From an optimization exercise on the open Yosys and OpenROAD flow, aimed at small area; shortcuts taken in it are not production practice.
The RTL was checked by simulation tests, not by an equivalence proof against the original design.
Power and IR drop assume default switching activity.

### design/flow/fonts.mem
00000000
00000000
00000000
00000000
00000000
00000000
00000000
00000000
00000000
00000000
00000000
00000000
00000000
00000000
00000000
00000000
00000000
00000000
00000000
00000000
00000000
00000000
00000000
00000000
00000000
00000000
00000000
00000000
00000000
00000000
00000000
00000000
00000000
00000000
00000000
00000000
00ffff00
00ffff00
03f00fc0
03f00fc0
03f03fc0
03f03fc0
03f0ffc0
03f0ffc0
03f0ffc0
03f0ffc0
03f3cfc0
03f3cfc0
03f3cfc0
03f3cfc0
03ff0fc0
03ff0fc0
03ff0fc0
03ff0fc0
03fc0fc0
03fc0fc0
03f00fc0
03f00fc0
00ffff00
00ffff00
00000000
00000000
00000000
00000000
00000000
00000000
00000000
00000000
0003c000
0003c000
0003c000
0003c000
000fc000
000fc000
03ffc000
03ffc000
03ffc000
03ffc000
000fc000
000fc000
000fc000
000fc000
000fc000
000fc000
000fc000
000fc000
000fc000
000fc000
000fc000
000fc000
03ffff00
03ffff00
00000000
00000000
00000000
00000000
00000000
00000000
00000000
00000000
00fffc00
00fffc00
03f03f00
03f03f00
03f00fc0
03f00fc0
00000fc0
00000fc0
00003f00
00003f00
0000fc00
0000fc00
0003f000
0003f000
000fc000
000fc000
003f0000
003f0000
00fc0fc0
00fc0fc0
03f00fc0
03f00fc0
03ffffc0
03ffffc0
00000000
00000000
00000000
00000000
00000000
00000000
00000000
00000000
00fffc00
00fffc00
03f03f00
03f03f00
03f00fc0
03f00fc0
00000fc0
00000fc0
00003f00
00003f00
000ff000
000ff000
000ff000
000ff000
00003f00
00003f00
00000fc0
00000fc0
03f00fc0
03f00fc0
03f03f00
03f03f00
00fffc00
00fffc00
00000000
00000000
00000000
00000000
00000000
00000000
00000000
00000000
0000fc00
0000fc00
0003fc00
0003fc00
000ffc00
000ffc00
003cfc00
003cfc00
00f0fc00
00f0fc00
03c0fc00
03c0fc00
03ffffc0
03ffffc0
03ffffc0
03ffffc0
0000fc00
0000fc00
0000fc00
0000fc00
0000fc00
0000fc00
000fffc0
000fffc0
00000000
00000000
00000000
00000000
00000000
00000000
00000000
00000000
03ffffc0
03ffffc0
03f00000
03f00000
03f00000
03f00000
03f00000
03f00000
03f00000
03f00000
03fffc00
03fffc00
03ffff00
03ffff00
00003fc0
00003fc0
00000fc0
00000fc0
03f00fc0
03f00fc0
03f03f00
03f03f00
00fffc00
00fffc00
00000000
00000000
00000000
00000000
00000000
00000000
00000000
00000000
000ffc00
000ffc00
003f0000
003f0000
00fc0000
00fc0000
03f00000
03f00000
03f00000
03f00000
03ffff00
03ffff00
03ffffc0
03ffffc0
03f00fc0
03f00fc0
03f00fc0
03f00fc0
03f00fc0
03f00fc0
03f00fc0
03f00fc0
00ffff00
00ffff00
00000000
00000000
00000000
00000000
00000000
00000000
00000000
00000000
03fffff0
03fffff0
03f003f0
03f003f0
03f003f0
03f003f0
03f003f0
03f003f0
000003f0
000003f0
00000fc0
00000fc0
00003f00
00003f00
0000fc00
0000fc00
0003f000
0003f000
000fc000
000fc000
000fc000
000fc000
000fc000
000fc000
00000000
00000000
00000000
00000000
00000000
00000000
00000000
00000000
00ffff00
00ffff00
03f00fc0
03f00fc0
03f00fc0
03f00fc0
03f00fc0
03f00fc0
03ff0fc0
03ff0fc0
003ffc00
003ffc00
003ffc00
003ffc00
03f0ffc0
03f0ffc0
03f00fc0
03f00fc0
03f00fc0
03f00fc0
03f00fc0
03f00fc0
00ffff00
00ffff00
00000000
00000000
00000000
00000000
00000000
00000000
00000000
00000000
00ffff00
00ffff00
03f00fc0
03f00fc0
03f00fc0
03f00fc0
03f00fc0
03f00fc0
03f00fc0
03f00fc0
03ffffc0
03ffffc0
00ffffc0
00ffffc0
00000fc0
00000fc0
00000fc0
00000fc0
00003f00
00003f00
0000fc00
0000fc00
003ff000
003ff000
00000000
00000000
00000000
00000000
00000000
00000000
00000000
00000000
000ff000
000ff000
003ffc00
003ffc00
00fc3f00
00fc3f00
03f00fc0
03f00fc0
03f00fc0
03f00fc0
03f00fc0
03f00fc0
03f00fc0
03f00fc0
03ffffc0
03ffffc0
03f00fc0
03f00fc0
03f00fc0
03f00fc0
03f00fc0
03f00fc0
03f00fc0
03f00fc0
00000000
00000000
00000000
00000000
00000000
00000000
00000000
00000000
03ffff00
03ffff00
00fc0fc0
00fc0fc0
00fc0fc0
00fc0fc0
00fc0fc0
00fc0fc0
00fc0fc0
00fc0fc0
00ffff00
00ffff00
00ffff00
00ffff00
00fc0fc0
00fc0fc0
00fc0fc0
00fc0fc0
00fc0fc0
00fc0fc0
00fc0fc0
00fc0fc0
03ffff00
03ffff00
00000000
00000000
00000000
00000000
00000000
00000000
00000000
00000000
003fff00
003fff00
00fc0fc0
00fc0fc0
03f00fc0
03f00fc0
03f00000
03f00000
03f00000
03f00000
03f00000
03f00000
03f00000
03f00000
03f00000
03f00000
03f00000
03f00000
03f00fc0
03f00fc0
00fc0fc0
00fc0fc0
003fff00
003fff00
00000000
00000000
00000000
00000000
00000000
00000000
00000000
00000000
03fffc00
03fffc00
00fc3f00
00fc3f00
00fc0fc0
00fc0fc0
00fc0fc0
00fc0fc0
00fc0fc0
00fc0fc0
00fc0fc0
00fc0fc0
00fc0fc0
00fc0fc0
00fc0fc0
00fc0fc0
00fc0fc0
00fc0fc0
00fc0fc0
00fc0fc0
00fc3f00
00fc3f00
03fffc00
03fffc00
00000000
00000000
00000000
00000000
00000000
00000000
00000000
00000000
03ffffc0
03ffffc0
00fc03c0
00fc03c0
00fc00c0
00fc00c0
00fc0000
00fc0000
00fc0f00
00fc0f00
00ffff00
00ffff00
00ffff00
00ffff00
00fc0f00
00fc0f00
00fc0000
00fc0000
00fc00c0
00fc00c0
00fc03c0
00fc03c0
03ffffc0
03ffffc0
00000000
00000000
00000000
00000000
00000000
00000000
00000000
00000000
03ffffc0
03ffffc0
00fc03c0
00fc03c0
00fc00c0
00fc00c0
00fc0000
00fc0000
00fc0f00
00fc0f00
00ffff00
00ffff00
00ffff00
00ffff00
00fc0f00
00fc0f00
00fc0000
00fc0000
00fc0000
00fc0000
00fc0000
00fc0000
03ff0000
03ff0000
00000000
00000000
00000000
00000000
00000000
00000000
00000000
00000000
003fff00
003fff00
00fc0fc0
00fc0fc0
03f00fc0
03f00fc0
03f00fc0
03f00fc0
03f00000
03f00000
03f00000
03f00000
03f00000
03f00000
03f0ffc0
03f0ffc0
03f00fc0
03f00fc0
03f00fc0
03f00fc0
00fc0fc0
00fc0fc0
003fffc0
003fffc0
00000000
00000000
00000000
00000000
00000000
00000000
00000000
00000000
03f03f00
03f03f00
03f03f00
03f03f00
03f03f00
03f03f00
03f03f00
03f03f00
03f03f00
03f03f00
03ffff00
03ffff00
03ffff00
03ffff00
03f03f00
03f03f00
03f03f00
03f03f00
03f03f00
03f03f00
03f03f00
03f03f00
03f03f00
03f03f00
00000000
00000000
00000000
00000000
00000000
00000000
00000000
00000000
00fffc00
00fffc00
000fc000
000fc000
000fc000
000fc000
000fc000
000fc000
000fc000
000fc000
000fc000
000fc000
000fc000
000fc000
000fc000
000fc000
000fc000
000fc000
000fc000
000fc000
000fc000
000fc000
00fffc00
00fffc00
00000000
00000000
00000000
00000000
00000000
00000000
00000000
00000000
0003fff0
0003fff0
00003f00
00003f00
00003f00
00003f00
00003f00
00003f00
00003f00
00003f00
00003f00
00003f00
00003f00
00003f00
0fc03f00
0fc03f00
0fc03f00
0fc03f00
0fc03f00
0fc03f00
0fc03f00
0fc03f00
00fffc00
00fffc00
00000000
00000000
00000000
00000000
00000000
00000000
00000000
00000000
03fc0fc0
03fc0fc0
00fc0fc0
00fc0fc0
00fc3f00
00fc3f00
00fcfc00
00fcfc00
00fff000
00fff000
00ffc000
00ffc000
00ffc000
00ffc000
00fff000
00fff000
00fcfc00
00fcfc00
00fc3f00
00fc3f00
00fc0fc0
00fc0fc0
03fc0fc0
03fc0fc0
00000000
00000000
00000000
00000000
00000000
00000000
00000000
00000000
03ff0000
03ff0000
00fc0000
00fc0000
00fc0000
00fc0000
00fc0000
00fc0000
00fc0000
00fc0000
00fc0000
00fc0000
00fc0000
00fc0000
00fc0000
00fc0000
00fc00c0
00fc00c0
00fc03c0
00fc03c0
00fc0fc0
00fc0fc0
03ffffc0
03ffffc0
00000000
00000000
00000000
00000000
00000000
00000000
00000000
00000000
03f003f0
03f003f0
03fc0ff0
03fc0ff0
03ff3ff0
03ff3ff0
03fffff0
03fffff0
03fffff0
03fffff0
03f3f3f0
03f3f3f0
03f0c3f0
03f0c3f0
03f003f0
03f003f0
03f003f0
03f003f0
03f003f0
03f003f0
03f003f0
03f003f0
03f003f0
03f003f0
00000000
00000000
00000000
00000000
00000000
00000000
00000000
00000000
03f003f0
03f003f0
03f003f0
03f003f0
03fc03f0
03fc03f0
03ff03f0
03ff03f0
03ffc3f0
03ffc3f0
03f3f3f0
03f3f3f0
03f0fff0
03f0fff0
03f03ff0
03f03ff0
03f00ff0
03f00ff0
03f003f0
03f003f0
03f003f0
03f003f0
03f003f0
03f003f0
00000000
00000000
00000000
00000000
00000000
00000000
00000000
00000000
000ffc00
000ffc00
003fff00
003fff00
00fc0fc0
00fc0fc0
03f003f0
03f003f0
03f003f0
03f003f0
03f003f0
03f003f0
03f003f0
03f003f0
03f003f0
03f003f0
03f003f0
03f003f0
00fc0fc0
00fc0fc0
003fff00
003fff00
000ffc00
000ffc00
00000000
00000000
00000000
00000000
00000000
00000000
00000000
00000000
03ffff00
03ffff00
00fc0fc0
00fc0fc0
00fc0fc0
00fc0fc0
00fc0fc0
00fc0fc0
00fc0fc0
00fc0fc0
00ffff00
00ffff00
00ffff00
00ffff00
00fc0000
00fc0000
00fc0000
00fc0000
00fc0000
00fc0000
00fc0000
00fc0000
03ff0000
03ff0000
00000000
00000000
00000000
00000000
00000000
00000000
00000000
00000000
000ffc00
000ffc00
00ff3fc0
00ff3fc0
00fc0fc0
00fc0fc0
03f003f0
03f003f0
03f003f0
03f003f0
03f003f0
03f003f0
03f003f0
03f003f0
03f03ff0
03f03ff0
03f0fff0
03f0fff0
00ffffc0
00ffffc0
00ffffc0
00ffffc0
00000fc0
00000fc0
0000fff0
0000fff0
00000000
00000000
00000000
00000000
00000000
00000000
03ffff00
03ffff00
00fc0fc0
00fc0fc0
00fc0fc0
00fc0fc0
00fc0fc0
00fc0fc0
00fc0fc0
00fc0fc0
00ffff00
00ffff00
00ffff00
00ffff00
00fc3f00
00fc3f00
00fc0fc0
00fc0fc0
00fc0fc0
00fc0fc0
00fc0fc0
00fc0fc0
03fc0fc0
03fc0fc0
00000000
00000000
00000000
00000000
00000000
00000000
00000000
00000000
00ffff00
00ffff00
03f00fc0
03f00fc0
03f00fc0
03f00fc0
03f00fc0
03f00fc0
03f00000
03f00000
00fffc00
00fffc00
003fff00
003fff00
00000fc0
00000fc0
03f00fc0
03f00fc0
03f00fc0
03f00fc0
03f00fc0
03f00fc0
00ffff00
00ffff00
00000000
00000000
00000000
00000000
00000000
00000000
00000000
00000000
03fffff0
03fffff0
03c3f0f0
03c3f0f0
0303f030
0303f030
0003f000
0003f000
0003f000
0003f000
0003f000
0003f000
0003f000
0003f000
0003f000
0003f000
0003f000
0003f000
0003f000
0003f000
0003f000
0003f000
003fff00
003fff00
00000000
00000000
00000000
00000000
00000000
00000000
00000000
00000000
03f03f00
03f03f00
03f03f00
03f03f00
03f03f00
03f03f00
03f03f00
03f03f00
03f03f00
03f03f00
03f03f00
03f03f00
03f03f00
03f03f00
03f03f00
03f03f00
03f03f00
03f03f00
03f03f00
03f03f00
03f03f00
03f03f00
00fffc00
00fffc00
00000000
00000000
00000000
00000000
00000000
00000000
00000000
00000000
03f03f00
03f03f00
03f03f00
03f03f00
03f03f00
03f03f00
03f03f00
03f03f00
03f03f00
03f03f00
03f03f00
03f03f00
03f03f00
03f03f00
03f03f00
03f03f00
03f03f00
03f03f00
00fcfc00
00fcfc00
003ff000
003ff000
000fc000
000fc000
00000000
00000000
00000000
00000000
00000000
00000000
00000000
00000000
03f003f0
03f003f0
03f003f0
03f003f0
03f003f0
03f003f0
03f003f0
03f003f0
03f003f0
03f003f0
03f0c3f0
03f0c3f0
03f0c3f0
03f0c3f0
03f0c3f0
03f0c3f0
00ffffc0
00ffffc0
00ffffc0
00ffffc0
003f3f00
003f3f00
003f3f00
003f3f00
00000000
00000000
00000000
00000000
00000000
00000000
00000000
00000000
03f03f00
03f03f00
03f03f00
03f03f00
03f03f00
03f03f00
00fcfc00
00fcfc00
003ff000
003ff000
000fc000
000fc000
000fc000
000fc000
003ff000
003ff000
00fcfc00
00fcfc00
03f03f00
03f03f00
03f03f00
03f03f00
03f03f00
03f03f00
00000000
00000000
00000000
00000000
00000000
00000000
00000000
00000000
03f03f00
03f03f00
03f03f00
03f03f00
03f03f00
03f03f00
03f03f00
03f03f00
03f03f00
03f03f00
00fcfc00
00fcfc00
003ff000
003ff000
000fc000
000fc000
000fc000
000fc000
000fc000
000fc000
000fc000
000fc000
00fffc00
00fffc00
00000000
00000000
00000000
00000000
00000000
00000000
00000000
00000000
03ffffc0
03ffffc0
03f00fc0
03f00fc0
03c00fc0
03c00fc0
03003f00
03003f00
0000fc00
0000fc00
0003f000
0003f000
000fc000
000fc000
003f0000
003f0000
00fc00c0
00fc00c0
03f003c0
03f003c0
03f00fc0
03f00fc0
03ffffc0
03ffffc0
00000000
00000000
00000000
00000000
00000000
00000000
00000000
00000000
003f0000
003f0000
00ffc000
00ffc000
00ffc000
00ffc000
00ffc000
00ffc000
00ffc000
00ffc000
00ffc000
00ffc000
003f0000
003f0000
003f0000
003f0000
00000000
00000000
00000000
00000000
003f0000
003f0000
003f0000
003f0000
003f0000
003f0000
00000000
00000000
00000000
00000000
000ff000
000ff000
00ffff00
00ffff00
03fc3fc0
03fc3fc0
03c00fc0
03c00fc0
00000fc0
00000fc0
00003f00
00003f00
0000fc00
0000fc00
0003f000
0003f000
0003f000
0003f000
00000000
00000000
00000000
00000000
0003f000
0003f000
0003f000
0003f000
0003f000
0003f000
00000000
00000000
00000000
00000000
00f00f00
00f00f00
00f00f00
00f00f00
00f00f00
00f00f00
3ffffffc
3ffffffc
3ffffffc
3ffffffc
00f00f00
00f00f00
00f00f00
00f00f00
00f00f00
00f00f00
00f00f00
00f00f00
3ffffffc
3ffffffc
3ffffffc
3ffffffc
00f00f00
00f00f00
00f00f00
00f00f00
00f00f00
00f00f00
00000000
00000000
00000000
00000000
000c3000
000c3000
000c3000
000c3000
00ffffc0
00ffffc0
03ffffc0
03ffffc0
03cc3000
03cc3000
03cc3000
03cc3000
03ffff00
03ffff00
00ffffc0
00ffffc0
000c33c0
000c33c0
000c33c0
000c33c0
03ffffc0
03ffffc0
03ffff00
03ffff00
000c3000
000c3000
000c3000
000c3000
00000000
00000000
00000000
00000000
00000000
00000000
00000000
00000000
00fc0300
00fc0300
00fc0f00
00fc0f00
00fc3f00
00fc3f00
0000fc00
0000fc00
0003f000
0003f000
000fc000
000fc000
003f0000
003f0000
00fc3f00
00fc3f00
00f03f00
00f03f00
00c03f00
00c03f00
00000000
00000000
00000000
00000000
00000000
00000000
00000000
00000000
00000000
00000000
00ff0000
00ff0000
03c3c000
03c3c000
03c3c000
03c3c000
03c3c000
03c3c000
00ff0000
00ff0000
00ff00c0
00ff00c0
00ffc3c0
00ffc3c0
03c3ffc0
03c3ffc0
03c0ff00
03c0ff00
03c0fc00
03c0fc00
03c3ff00
03c3ff00
00ffc3c0
00ffc3c0
00000000
00000000
00000000
00000000
00000000
00000000
00000000
00000000
0000ff00
0000ff00
0003f000
0003f000
000fc000
000fc000
003f0000
003f0000
00fc0000
00fc0000
00fc0000
00fc0000
00fc0000
00fc0000
00fc0000
00fc0000
003f0000
003f0000
000fc000
000fc000
0003f000
0003f000
0000ff00
0000ff00
00000000
00000000
00000000
00000000
00000000
00000000
00000000
00000000
00ff0000
00ff0000
000fc000
000fc000
0003f000
0003f000
0000fc00
0000fc00
00003f00
00003f00
00003f00
00003f00
00003f00
00003f00
00003f00
00003f00
0000fc00
0000fc00
0003f000
0003f000
000fc000
000fc000
00ff0000
00ff0000
00000000
00000000
00000000
00000000
00000000
00000000
00000000
00000000
003fff00
003fff00
003f0000
003f0000
003f0000
003f0000
003f0000
003f0000
003f0000
003f0000
003f0000
003f0000
003f0000
003f0000
003f0000
003f0000
003f0000
003f0000
003f0000
003f0000
003f0000
003f0000
003fff00
003fff00
00000000
00000000
00000000
00000000
00000000
00000000
00000000
00000000
003fff00
003fff00
00003f00
00003f00
00003f00
00003f00
00003f00
00003f00
00003f00
00003f00
00003f00
00003f00
00003f00
00003f00
00003f00
00003f00
00003f00
00003f00
00003f00
00003f00
00003f00
00003f00
003fff00
003fff00
00000000
00000000
00000000
00000000
00000000
00000000
00000000
00000000
0003ffc0
0003ffc0
000fc000
000fc000
000fc000
000fc000
000fc000
000fc000
003f0000
003f0000
03f00000
03f00000
03f00000
03f00000
003f0000
003f0000
000fc000
000fc000
000fc000
000fc000
000fc000
000fc000
0003ffc0
0003ffc0
00000000
00000000
00000000
00000000
00000000
00000000
00000000
00000000
00000000
00000000
00000000
00000000
000fc000
000fc000
000fc000
000fc000
000fc000
000fc000
00000000
00000000
00000000
00000000
000fc000
000fc000
000fc000
000fc000
000fc000
000fc000
00000000
00000000
00000000
00000000
00000000
00000000
00000000
00000000
00000000
00000000
00000000
00000000
03ffc000
03ffc000
0003f000
0003f000
0003f000
0003f000
0003f000
0003f000
0000fc00
0000fc00
00000fc0
00000fc0
00000fc0
00000fc0
0000fc00
0000fc00
0003f000
0003f000
0003f000
0003f000
0003f000
0003f000
03ffc000
03ffc000
00000000
00000000
00000000
00000000
00000000
00000000
00000000
00000000
0003c000
0003c000
0303c0c0
0303c0c0
00c3c300
00c3c300
003ffc00
003ffc00
003ffc00
003ffc00
0ffffff0
0ffffff0
0ffffff0
0ffffff0
003ffc00
003ffc00
003ffc00
003ffc00
00c3c300
00c3c300
0303c0c0
0303c0c0
0003c000
0003c000
00000000
00000000
00000000
00000000
00000000
00000000
00000000
00000000
00000000
00000000
00000000
00000000
0003c000
0003c000
0003c000
0003c000
0003c000
0003c000
00ffff00
00ffff00
00ffff00
00ffff00
0003c000
0003c000
0003c000
0003c000
0003c000
0003c000
00000000
00000000
00000000
00000000
00000000
00000000
00000000
00000000
00000000
00000000
00000000
00000000
00000000
00000000
00000000
00000000
00000000
00000000
00000000
00000000
00000000
00000000
03ffffc0
03ffffc0
03ffffc0
03ffffc0
00000000
00000000
00000000
00000000
00000000
00000000
00000000
00000000
00000000
00000000
00000000
00000000
00000000
00000000
00000000
00000000
00000000
00000000
0000000c
0000000c
0000003c
0000003c
000000fc
000000fc
000003f0
000003f0
00000fc0
00000fc0
00003f00
00003f00
0000fc00
0000fc00
0003f000
0003f000
000fc000
000fc000
003f0000
003f0000
00fc0000
00fc0000
03f00000
03f00000
00000000
00000000
00000000
00000000
00000000
00000000
00003f00
00003f00
0000fc00
0000fc00
0003f000
0003f000
000fc000
000fc000
003f0000
003f0000
00fc0000
00fc0000
03f00000
03f00000
03f00000
03f00000
00fc0000
00fc0000
003f0000
003f0000
000fc000
000fc000
0003f000
0003f000
0000fc00
0000fc00
00003f00
00003f00
00000000
00000000
00000000
00000000
00000000
00000000
00000000
00000000
00000000
00000000
00000000
00000000
0ffffff0
0ffffff0
0ffffff0
0ffffff0
00000000
00000000
00000000
00000000
0ffffff0
0ffffff0
0ffffff0
0ffffff0
00000000
00000000
00000000
00000000
00000000
00000000
00000000
00000000
00000000
00000000
00000000
00000000
03f00000
03f00000
00fc0000
00fc0000
003f0000
003f0000
000fc000
000fc000
0003f000
0003f000
0000fc00
0000fc00
00003f00
00003f00
00003f00
00003f00
0000fc00
0000fc00
0003f000
0003f000
000fc000
000fc000
003f0000
003f0000
00fc0000
00fc0000
03f00000
03f00000
00000000
00000000
00000000
00000000
00000000
00000000
00C00000
00C00000
00FC0000
00FC0000
00C3C000
00C3C000
00C03C00
00C03FC0
3FDC03C0
3FC0003C
00C0003F
00C00003
00C0003C
00C0003C
00C803C0
3FDC03C0
3FC83C00
00C03C00
00C3C000
00C3C000
00FC0000
00FC0000
00C00000
00C00000
00000000
00000000
00000000
00000000
00000000
00000000
001FF87F
001FF87F
01FFFF9E
01FFFF9E
0781FE06
0781FE06
1E007E18
1E007E18
18001FF8
18001FF8
78001FFE
78001FFE
78001FFE
78001FFE
7E007FFE
7E007FFE
7F81FFFE
7F81FFFE
7FFFFFFE
7FFFFFFE
1FFFFFF8
1FFFFFF8
1FFFFFF8
1FFFFFF8
07FFFFE0
07FFFFE0
01FFFF80
01FFFF80
001FF800
001FF800
007FF800
007FFE00
01800600
01800180
06000180
0603C060
0603C060
060C3060
060C3060
060C3060
060C3060
0603C060
0603C060
06030060
018001F8
018001F8
067FFF86
067FFF86
06600606
06600606
18600006
18600006
181FFFF8
181FFFF8
18180180
18180180
181FE060
079FE060
078061E0
01F86060
01F81F80
00001F80
00030000
000FC000
000CC000
00FCFC00
00FCFC00
03030300
0F0303C0
0C0000C0
0C0000C0
0C3030C0
0C3030C0
0C3030C0
0C3030C0
0C3030C0
0C0000C0
0C0000C0
03000300
03000300
0CFFFCC0
0CFFFCC0
0CC00CC0
30C00C30
30C00C30
30F03C30
30F03C30
30C00C30
300FC030
0F0FC3C0
0F0CC3C0
0C0CC0C0
0FF03FC0
0FF03FC0
00000000
00002000
00005000
00002000
00003000
00003000
00033000
00033000
0003F000
0003F000
00030000
00030000
00030000
08330000
17330000
0BF31000
03F31800
0033FC00
0033FC00
00031800
00031600
00030600
00030600
00000600
00000600
00000600
00000200
00000500
00000200
00000000
00000000
00000000
00000000
00002000
00005000
00002000
00003000
00003000
00033000
00033000
0003F000
0003F000
00030000
00030000
00030000
08330000
17330000
0BF31000
03F31800
0033FC00
0033FC00
00031800
00031600
00030600
00030600
00000600
00000600
00000600
00000200
00000500
00000200
00000000
00000000
00000000
00000000
00002000
00005000
00002000
00003000
00003000
00033000
00033000
0003F000
0003F000
00030000
00030000
00030000
08330000
17330000
0BF31000
03F31800
0033FC00
0033FC00
00031800
00031600
00030600
00030600
00000600
00000600
00000600
00000200
00000500
00000200
00000000
00000000
00000000
### design/flow/run.sh
#!/bin/bash
# synth_recipe.tcl (not shown) runs the flow's synth.tcl, then flattens the netlist and writes it again
# the make line also repeats each setting of config.mk as NAME=value (left out here)
make -C /OpenROAD-flow-scripts/flow DESIGN_CONFIG=/design/flow/config.mk WORK_HOME=/design/flow/orfs CLKGATE_MAP_FILE= SYNTH_SCRIPT=/design/flow/synth_recipe.tcl finish
### design/flow/config.mk
export PLATFORM = sky130hd
export DESIGN_NAME = BRAM_GPU
export DESIGN_NICKNAME = BRAM_GPU
export VERILOG_FILES = /design/flow/design.v
export SDC_FILE = /design/flow/constraint.sdc
export NUM_CORES = 4
export LEC_CHECK = 0
export CAP_MARGIN = 20
export CORE_MARGIN = 2
export CORE_UTILIZATION = 40
export SLEW_MARGIN = 20
export SYNTH_MEMORY_MAX_BITS = 131072
### design/flow/constraint.sdc
create_clock -name core_clock -period 10.0 [get_ports {vga_clk}]
set_input_delay 2.0000 -clock core_clock [delete_from_list [all_inputs] [get_ports {vga_clk}]]
set_output_delay 2.0000 -clock core_clock [all_outputs]
set_load 0.01 [all_outputs]
### design/flow/design.v
`timescale 1ns / 1ps
module TIMING_GEN(
    input wire clk,
    input wire rst,
    output reg hsync_out,
    output reg vsync_out,
    output wire [11:0] rgb_out,
    output wire [10:0] vcount_out,
    output wire [10:0] hcount_out,
    output reg vblank_out,
    output reg hblank_out
    );
localparam
    X_AREA = 1024,
    X_LINE = 1344,
    SYNCL_X = 136,
    SYNCP_X = 24,
    Y_AREA = 768,
    Y_LINE = 806,
    SYNCL_Y = 6,
    SYNCP_Y = 3;
reg vs_nxt, hs_nxt, hblank_nxt, vblank_nxt;
reg [10:0] hcount;
reg [10:0] vcount;
reg [10:0] hcount_nxt, vcount_nxt;
always @(posedge clk)
begin
    if (rst)
    begin
        vsync_out <= 0;
        hsync_out <= 0;
        hblank_out <= 0;
        vblank_out <= 0;
        hcount <= 0;
        vcount <= 0;
    end
    else
    begin
        vsync_out <= vs_nxt;
        hsync_out <= hs_nxt;
        hblank_out <= hblank_nxt;
        vblank_out <= vblank_nxt;
        hcount <= hcount_nxt;
        vcount <= vcount_nxt;
    end
end
always @*
begin
    if ((hcount + 1) <= X_LINE)
        begin
            hcount_nxt = hcount + 1;
            vcount_nxt = vcount;
        end
    else
        begin
            hcount_nxt = 0;
            if ((vcount + 1) < Y_LINE)
                vcount_nxt =  vcount + 1;
            else
                vcount_nxt = 0;
        end
end
always @*
begin
    if ((hcount >= (X_AREA + SYNCP_X)) && (hcount < (X_AREA + SYNCP_X + SYNCL_X)))
        hs_nxt = 1'b1;
    else
        hs_nxt = 1'b0;
    if ((vcount >= (Y_AREA + SYNCP_Y)) && (vcount < (Y_AREA + SYNCP_Y + SYNCL_Y)))
        vs_nxt = 1'b1;
    else
        vs_nxt = 1'b0;
end
always @*
begin
    if (((hcount + 1) >= X_AREA) && (hcount < X_LINE))
        hblank_nxt = 1'b1;
    else
        hblank_nxt = 1'b0;
end
always @*
begin
    if ((vcount >= Y_AREA) && ((vcount + 1) < Y_LINE))
        vblank_nxt = 1'b1;
    else
        vblank_nxt = 1'b0;
end
assign vcount_out = vcount_nxt;
assign hcount_out = hcount;
assign rgb_out = 12'h000;
endmodule
`timescale 1ns / 1ps
module GRAM_DECODER(
    input wire [10:0] hcount,
    input wire [10:0] vcount,
    input wire [15:0] block_data,
    output wire [11:0] block_addr,
    output wire [5:0] char_number,
    output wire [2:0] char_color,
    output wire [2:0] texture_number,
    output wire inversion
    );
assign char_number = block_data[5:0];
assign char_color = block_data[10:8];
assign texture_number = block_data[14:12];
assign inversion = block_data[15];
assign block_addr = (((vcount/32)*32 + (hcount/32))*4);
endmodule
`timescale 1ns / 1ps
module CLOCKER
#(parameter WIDTH = 32)
(
    input wire clk,
    input wire rst,
    input wire [WIDTH-1:0] in,
    output reg [WIDTH-1:0] out
);
always @(posedge clk)
begin
    if(rst)
        out <= 0;
    else
        out <= in;
end
endmodule
`timescale 1ns / 1ps
module FRAME_GENERATOR(
    input wire clk,
    input wire rst,
    input wire hsync,
    input wire vsync,
    input wire [10:0] vcount,
    input wire [10:0] hcount,
    input wire vblank,
    input wire hblank,
    output reg hsync_out,
    output reg vsync_out,
    output reg [11:0] rgb_out,
    output reg [10:0] vcount_out,
    output reg [10:0] hcount_out,
    output reg vblank_out,
    output reg hblank_out
    );
reg [11:0] rgb_out_nxt;
always @*
    if(hblank||vblank)
        rgb_out_nxt = 12'h000;
    else 
    begin
        if (((hcount == 0) || (hcount == 1023) || (vcount == 0) || (vcount == 767)))
            rgb_out_nxt = 12'h0f0;
        else
            rgb_out_nxt = 12'h000;
    end
always @(posedge clk)
begin
    if (rst)
    begin
    vsync_out <= 0;
    hsync_out <= 0;
    hblank_out <= 0;
    vblank_out <= 0;
    vcount_out <= 0;
    hcount_out <= 0;
    rgb_out <= 0;
    end
    else
    begin
    vsync_out <= vsync;
    hsync_out <= hsync;
    hblank_out <= hblank;
    vblank_out <= vblank;
    vcount_out <= vcount;
    hcount_out <= hcount;
    rgb_out <= rgb_out_nxt;
    end
end
endmodule
module BLOCK_GEN(
    input wire clk,
    input wire rst,
    input wire hsync,
    input wire vsync,
    input wire [10:0] vcount,
    input wire [10:0] hcount,
    input wire vblank,
    input wire hblank,
    input wire [11:0] rgb_in,
    output reg hsync_out,
    output reg vsync_out,
    output reg [11:0] rgb_out,
    output reg [10:0] vcount_out,
    output reg [10:0] hcount_out,
    output reg vblank_out,
    output reg hblank_out,
    input wire [2:0] texture_number,
    input wire inversion,
    output wire [12:0] texture_addr,
    input wire [11:0] texture_rgb
    );
reg [11:0] rgb_out_nxt;
always @*
begin
    if(hblank||vblank)
        rgb_out_nxt = 12'h000;
    else 
        if (rgb_in != 12'h0f0)
            if (inversion)
                rgb_out_nxt = ~texture_rgb;
            else
             rgb_out_nxt = texture_rgb;
        else
            rgb_out_nxt = 12'h0f0;
end
always @(posedge clk)
begin
    if (rst)
    begin
    vsync_out <= 0;
    hsync_out <= 0;
    hblank_out <= 0;
    vblank_out <= 0;
    vcount_out <= 0;
    hcount_out <= 0;
    rgb_out <= 0;
    end
    else
    begin
    vsync_out <= vsync;
    hsync_out <= hsync;
    hblank_out <= hblank;
    vblank_out <= vblank;
    vcount_out <= vcount;
    hcount_out <= hcount;
    rgb_out <= rgb_out_nxt;
    end
end
assign texture_addr[9:0] = ((vcount%32)*32 + (hcount%32));
assign texture_addr[12:10] = texture_number;
endmodule
`timescale 1ns / 1ps
module CHAR_ROM
#(parameter
    DATA_WIDTH = 32,
    ADDR_WIDTH = 11
)
(
    input wire [5:0] char_number,
    input wire [4:0] char_line,
    output wire [31:0] line_data
);
wire [ADDR_WIDTH:0] addr;
reg [DATA_WIDTH-1:0] font[0:2**ADDR_WIDTH-1];
initial $readmemh("fonts.mem",font);    
assign addr = char_number*32 + char_line;
assign line_data = font[addr];
endmodule
module TEXT_GEN(
    input wire clk,
    input wire rst,
    input wire hsync,
    input wire vsync,
    input wire [11:0] rgb,
    input wire [10:0] vcount,
    input wire [10:0] hcount,
    input wire vblank,
    input wire hblank,
    output reg hsync_out,
    output reg vsync_out,
    output reg [11:0] rgb_out,
    output reg [10:0] vcount_out,
    output reg [10:0] hcount_out,
    output reg vblank_out,
    output reg hblank_out,
    output wire [4:0] char_line,
    input wire [31:0] line_data,
    input wire [2:0] color
    );
reg [11:0] rgb_out_nxt;
wire [4:0] pixel_addr;
reg [11:0] font_color;
always @*
begin
    if(color[2])
        font_color[11:8] = 4'hf;
    else
        font_color[11:8] = 4'h0;
    if(color[1])
        font_color[7:4] = 4'hf;
    else
        font_color[7:4] = 4'h0;
    if(color[0])
        font_color[3:0] = 4'hf;
    else
        font_color[3:0] = 4'h0;
end
always @*
begin
    if(hblank||vblank)
        rgb_out_nxt = 12'h000;
    else 
        if (line_data[pixel_addr])
            rgb_out_nxt = font_color;
        else
            rgb_out_nxt = rgb;
end
always @(posedge clk)
begin
    if (rst)
    begin
    vsync_out <= 0;
    hsync_out <= 0;
    hblank_out <= 0;
    vblank_out <= 0;
    vcount_out <= 0;
    hcount_out <= 0;
    rgb_out <= 0;
    end
    else
    begin
    vsync_out <= vsync;
    hsync_out <= hsync;
    hblank_out <= hblank;
    vblank_out <= vblank;
    vcount_out <= vcount;
    hcount_out <= hcount;
    rgb_out <= rgb_out_nxt;
    end
end
assign pixel_addr = (31 - (hcount % 32));
assign char_line = vcount % 32;
endmodule
module BRAM_GPU(
        input wire vga_clk,
        input wire rst,
        output wire [3:0] r,
        output wire [3:0] g,
        output wire [3:0] b,
        output wire hs,
        output wire vs,
        output wire [11:0] bram_addr_blk,
        input wire [15:0] bram_rdata_blk,
        output wire [12:0] bram_addr_txtr,
        input wire [11:0] bram_rdata_txtr
);
wire [15:0] block_data;
wire [12:0] texture_addr;
wire [11:0] pixel;
wire [11:0] block_addr;
wire hsync_timing, vsync_timing;
wire [11:0] rgb_timing;
wire [10:0] vcount_timing, hcount_timing; 
wire vblank_timing, hblank_timing;   
TIMING_GEN timing_generator(
    .clk(vga_clk),
    .rst(rst),
    .hsync_out(hsync_timing),
    .vsync_out(vsync_timing),
    .rgb_out(rgb_timing),
    .vblank_out(vblank_timing),
    .hblank_out(hblank_timing),
    .vcount_out(vcount_timing),
    .hcount_out(hcount_timing)
);
wire hsync_block, vsync_block;
wire [11:0] rgb_block;
wire [10:0] vcount_block, hcount_block; 
wire vblank_block, hblank_block;  
wire [5:0] char_number;
wire [2:0] char_color;
wire [2:0] texture_number;
wire inversion;
GRAM_DECODER block_decoder(
    .hcount(hcount_timing),
    .vcount(vcount_timing),
    .block_data(block_data),
    .block_addr(block_addr),
    .char_number(char_number),
    .char_color(char_color),
    .texture_number(texture_number),
    .inversion(inversion)
);
wire [5:0] char_number_clocked;
wire [2:0] char_color_clocked;
CLOCKER #(.WIDTH(6)) number_clocker
(
    .clk(vga_clk),
    .rst(rst),
    .in(char_number),
    .out(char_number_clocked)
);
CLOCKER #(.WIDTH(3)) color_clocker
(
    .clk(vga_clk),
    .rst(rst),
    .in(char_color),
    .out(char_color_clocked)
);
wire hsync_frame, vsync_frame;
wire [10:0] vcount_frame, hcount_frame; 
wire vblank_frame, hblank_frame;
wire [11:0] rgb_frame;  
FRAME_GENERATOR FRAME_GEN(
    .clk(vga_clk),
    .rst(rst),
    .hsync(hsync_timing),
    .vsync(vsync_timing),
    .vblank(vblank_timing),
    .hblank(hblank_timing),
    .vcount(vcount_timing),
    .hcount(hcount_timing),
    .hsync_out(hsync_frame),
    .vsync_out(vsync_frame),
    .vblank_out(vblank_frame),
    .hblank_out(hblank_frame),
    .vcount_out(vcount_frame),
    .hcount_out(hcount_frame),
    .rgb_out(rgb_frame)
);
BLOCK_GEN block_generator(
    .clk(vga_clk),
    .rst(rst),
    .rgb_in(rgb_frame),
    .hsync(hsync_frame),
    .vsync(vsync_frame),
    .vblank(vblank_frame),
    .hblank(hblank_frame),
    .vcount(vcount_frame),
    .hcount(hcount_frame),
    .hsync_out(hsync_block),
    .vsync_out(vsync_block),
    .rgb_out(rgb_block),
    .vblank_out(vblank_block),
    .hblank_out(hblank_block),
    .vcount_out(vcount_block),
    .hcount_out(hcount_block),
    .texture_number(texture_number),
    .inversion(inversion),
    .texture_addr(texture_addr),
    .texture_rgb(pixel)
);
wire [4:0] char_line;
wire [31:0] line_data;
CHAR_ROM character_rom(
    .char_number(char_number_clocked),
    .char_line(char_line),
    .line_data(line_data)
);
TEXT_GEN text_generator(
    .clk(vga_clk),
    .rst(rst),
    .hsync(hsync_block),
    .vsync(vsync_block),
    .rgb(rgb_block),
    .vblank(vblank_block),
    .hblank(hblank_block),
    .vcount(vcount_block),
    .hcount(hcount_block),
    .hsync_out(hs),
    .vsync_out(vs),
    .rgb_out({r,g,b}),
    .vblank_out(),
    .hblank_out(),
    .vcount_out(),
    .hcount_out(),
    .color(char_color_clocked),
    .char_line(char_line),
    .line_data(line_data)
);
assign block_data = bram_rdata_blk;
assign bram_addr_blk = block_addr;
assign pixel = bram_rdata_txtr;
assign bram_addr_txtr = texture_addr;
endmodule
==> notes.md <==
[worst max-delay path by stage]
stage                                     from                end  slack (ns)
CTS                 timing_generator.hcount[6]  bram_addr_blk[11]        3.78
finish              timing_generator.hcount[6]  bram_addr_blk[11]        3.73
detailed placement     FRAME_GEN.vcount_out[0]  bram_addr_blk[11]        4.20
global placement       FRAME_GEN.vcount_out[0]  bram_addr_blk[11]        4.19
floorplan              FRAME_GEN.vcount_out[0]  bram_addr_blk[11]        4.79
global route           FRAME_GEN.vcount_out[0]  bram_addr_blk[11]        3.42
[where the power goes]
group          switching (mW)  internal (mW)
sequential             0.0123          0.347
combinational           0.164         0.0673
clock                   0.158          0.177
[cell type report]
type,count,area [µm²],area share [%]
Multi-Input combinational cell,1444,9230,71.3
Clock inverter,7,72.6,0.560
Antenna cell,5,12.5,0.0966
Timing Repair Buffer,120,1060,8.19
Inverter,36,135,1.04
Clock buffer,9,225,1.74
Tap cell,396,495,3.83
Sequential cell,85,1720,13.3
[Yosys cell counts, drive strengths merged (16+ instances only)]
library cell  instances  area [µm²]
o21ai               147         736
a21oi               139         696
nand2               134         505
nor2                131         494
buf                 124         885
clkbuf               94         354
dfxtp                85        1700
nor2b                80         500
nand3                56         280
nor3                 56         280
a31oi                50         313
nand2b               50         313
o211ai               50         375
inv                  35         131
a211oi               31         233
ha                   28         350
o22ai                21         131
and2                 20         128
o2111ai              20         175
a221oi               19         179
xnor2                19         166
a311oi               18         158
o311ai               18         158
nand4                17         106
o31ai                17         133
or3                  17         106
a2111oi              16         148
[layout by cell type, fill, tap and decap left out, types with 13 or more instances in the layout]
| master | count |
|---|---|
| nand3b_1 | 14 |
| buf_4 | 60 |
| a211oi_1 | 31 |
| o211ai_1 | 50 |
| and2_1 | 18 |
| or3_1 | 17 |
| and3_1 | 14 |
| o21ai_0 | 128 |
| a21oi_1 | 139 |
| nor4_1 | 14 |
| o31ai_1 | 16 |
| ha_1 | 27 |
| xnor2_1 | 19 |
| a221oi_1 | 17 |
| nand4_1 | 17 |
| or2_2 | 13 |
| dfxtp_1 | 79 |
| o22ai_1 | 21 |
| nand2_1 | 133 |
| a311oi_1 | 18 |
| o311ai_0 | 15 |
| inv_1 | 34 |
| a31oi_1 | 50 |
| o2111ai_1 | 20 |
| nor2_1 | 130 |
| o21ai_1 | 18 |
| nor2b_1 | 78 |
| nand3_1 | 56 |
| clkdlybuf4s50_1 | 56 |
| o221ai_1 | 14 |
| nand2b_1 | 50 |
| nor3_1 | 56 |
[logic make-up (layout without fill, tap and decap cells)]
kind of cell	count (synthesis)	after routing
buffers and inverters	254	172
AO/OA/AOI/OAI	701	701
flip-flops	85	85
XOR/XNOR	28	28
multiplexers	26	26
other	1	7
AND/OR/NAND/NOR	658	658
adder cells (fa/ha/maj)	29	29
[state kept, by name (all words and copies together), names as in the netlist, 3 cells and up]
register                    cells
block_generator.hcount_out      5
number_clocker.out              6
FRAME_GEN.vcount_out           11
FRAME_GEN.hcount_out            5
block_generator.vcount_out      5
color_clocker.out               3
text_generator.rgb_out         12
timing_generator.hcount        11
block_generator.rgb_out        12
[metrics by stage]
step	setup slack (ns)	std cells
finish	3.73	2102
global route	3.42	2097
CTS	3.78	2096
detailed placement	4.20	2080
global placement	4.19	2080
floorplan	4.79	1783
[critical path: stages (launching register included)]
cell             delay (ns)
dfxtp_1                0.52
nand4_1                0.31
or4b_2                 0.71
a32oi_1                0.30
a221o_1                0.33
nor2_1                 0.18
a22oi_1                0.27
inv_1                  0.11
ha_1                   0.21
ha_1                   0.21
nand3b_1               0.11
xnor2_1                0.12
clkdlybuf4s50_1        0.55
[layer usage]
| layer | track usage [%] | up-vias |
|---|---|---|
| li1 | - | 6577 |
| met1 | 61.5 | 7649 |
| met2 | 65.1 | 1655 |
| met3 | 23.4 | 537 |
| met4 | 36.3 | 10 |
| met5 | 0 | - |
==> results.cfg <==
[clocking]
path_clk_slew_ns = 0.08
cts.sinks = 85
cts_buffers = 9
tritoncts = yes
htreeDepth = 3
postCtsResizedCells = 0
hold_buffers = 0
cts_setup_buffers = 0
clockRootBuffer = clkbuf_16
clockBufferDepth = 2
clk_latency_ns = 0.35

[floorplanning]
io-pin-count = 69
rows = 64
dieArea_um2 = 32100
die_w_um = 179
initial_utilization_pct = 40.4
core-area_um2 = 30300
die_y_um = 179

[critical_path]
reg2reg_slack_ns = 4.01
critPathMaxFanout = 9
r2r-end = text_generator.rgb_out[1]
reg2regPathDepth = 14
r2r-start = block_generator.vcount_out[2]
worstPathArrival_ns = 4.27
endpoint_kind = output pin
critical_path_class = reg2out
cp.required_ns = 8.00
setup.worst_path.start_class = register

[finish]
fillers = 3235
nets = 1754
final_core_util_pct = 42.7
synthToLayoutAreaGrowth_pct = 5.60
final_layout_size_suffix_gt1_share_pct = 8.64
final_area_um2 = 12900

[synthesis]
ys_warn_count = 7
synthesis.area_um2 = 12300
ys_types = 104
yosys.area_share.adder_pct = 2.94
synthXorXnorAreaFrac_pct = 2.00
ys_ff_latch = 85
synth_top_family_by_area = compound AO/OA/AOI/OAI gates
synth-main-ff-cell = dfxtp_1
synth-edff-count = 0
ys_seq_area_share_pct = 13.9
muxShareOfSynthArea_pct = 2.56
async_reset_ff_share_pct = 0
synth-compound-area-share_pct = 39.3
yosys.area_share.simple_pct = 28.1
synth_cells = 1782
syn_avg_cell_area_um2 = 6.88

[global_route]
grt_pass1_vias = 14800
grt_overflow = 0
grt_first_pass_wirelength_um = 112000
antenna_found_initial = 10
grt_use_total_pct = 49.4
grt_max_degree = 156

[power]
leakage_nw = 4.20
fin_total_pwr_mw = 0.926
max-vdd-ir-drop_mv = 0.0887
power_density_nw_per_um2 = 71.5

[sta]
finalHoldViolCount = 0
fmax_mhz = 159
worst_pin_slew_ns = 1.31
rsz0062_at_grt = no
fin_worst_skew_ns = 0.0154
relSlewSlack_pct = 12.0
drv_slew = 0
timing.final.crit_share_pct = 62.7
finalSetupViolations = 0
holdWs_ns = 0.447
period_minus_slack_ns = 6.27
tns_ns = 0

[drt]
drc_errors = 0
drt-wirelength-per-cell_um = 38.3
drtAntennaViolNets = 0
routedLengthMet1_um = 29400
drtIter0Drc = 3528
dr.max_layer_used = met5
dr.pass1.iters = 11
wl_met3_um = 13400
wl_um = 80500
met2_length_um = 29600
vias = 16400
avgViaCountPerCell = 7.82

[min_path]
hold_start = timing_generator.hsync_out
hold_path.class = reg2reg
whs_endpoint = FRAME_GEN.hsync_out
whs_path_depth = 1

[flow_run]
maxCapViolations = 0

[placement]
portBuffers = 57
dpl_cell_area_um2 = 12600
place.gp.congestion = 1.13
dp.final_hpwl_um = 55600

[run_status]
status = timing/DRC/antenna clean

## afterwards: timing with drivers on the ports
No port has a modelled driver above. Below, the same layout with a new extraction and two added sets of constraints. Step 1: set_driving_cell puts a clkbuf_16 on vga_clk and a buf_2 on each other input, an assumption about the parent block. Step 2 moves the port delays by t, midway between the first and last clock arrival at a register: inputs arrive t later, outputs are due t later. That takes back most of the time a late clock gives input paths. Three values: ideal ports, drivers, drivers and shift; two values: the first two.
shift t [ns]: 0.387
slack for setup (ns): 3.727 / 3.679 / 4.012
pins driven straight from the clock port: 1
After both steps setup and hold are still met in this run. For this run, drivers alone change the setup slack by -0.048 ns; drivers and shift together by +0.285 ns.
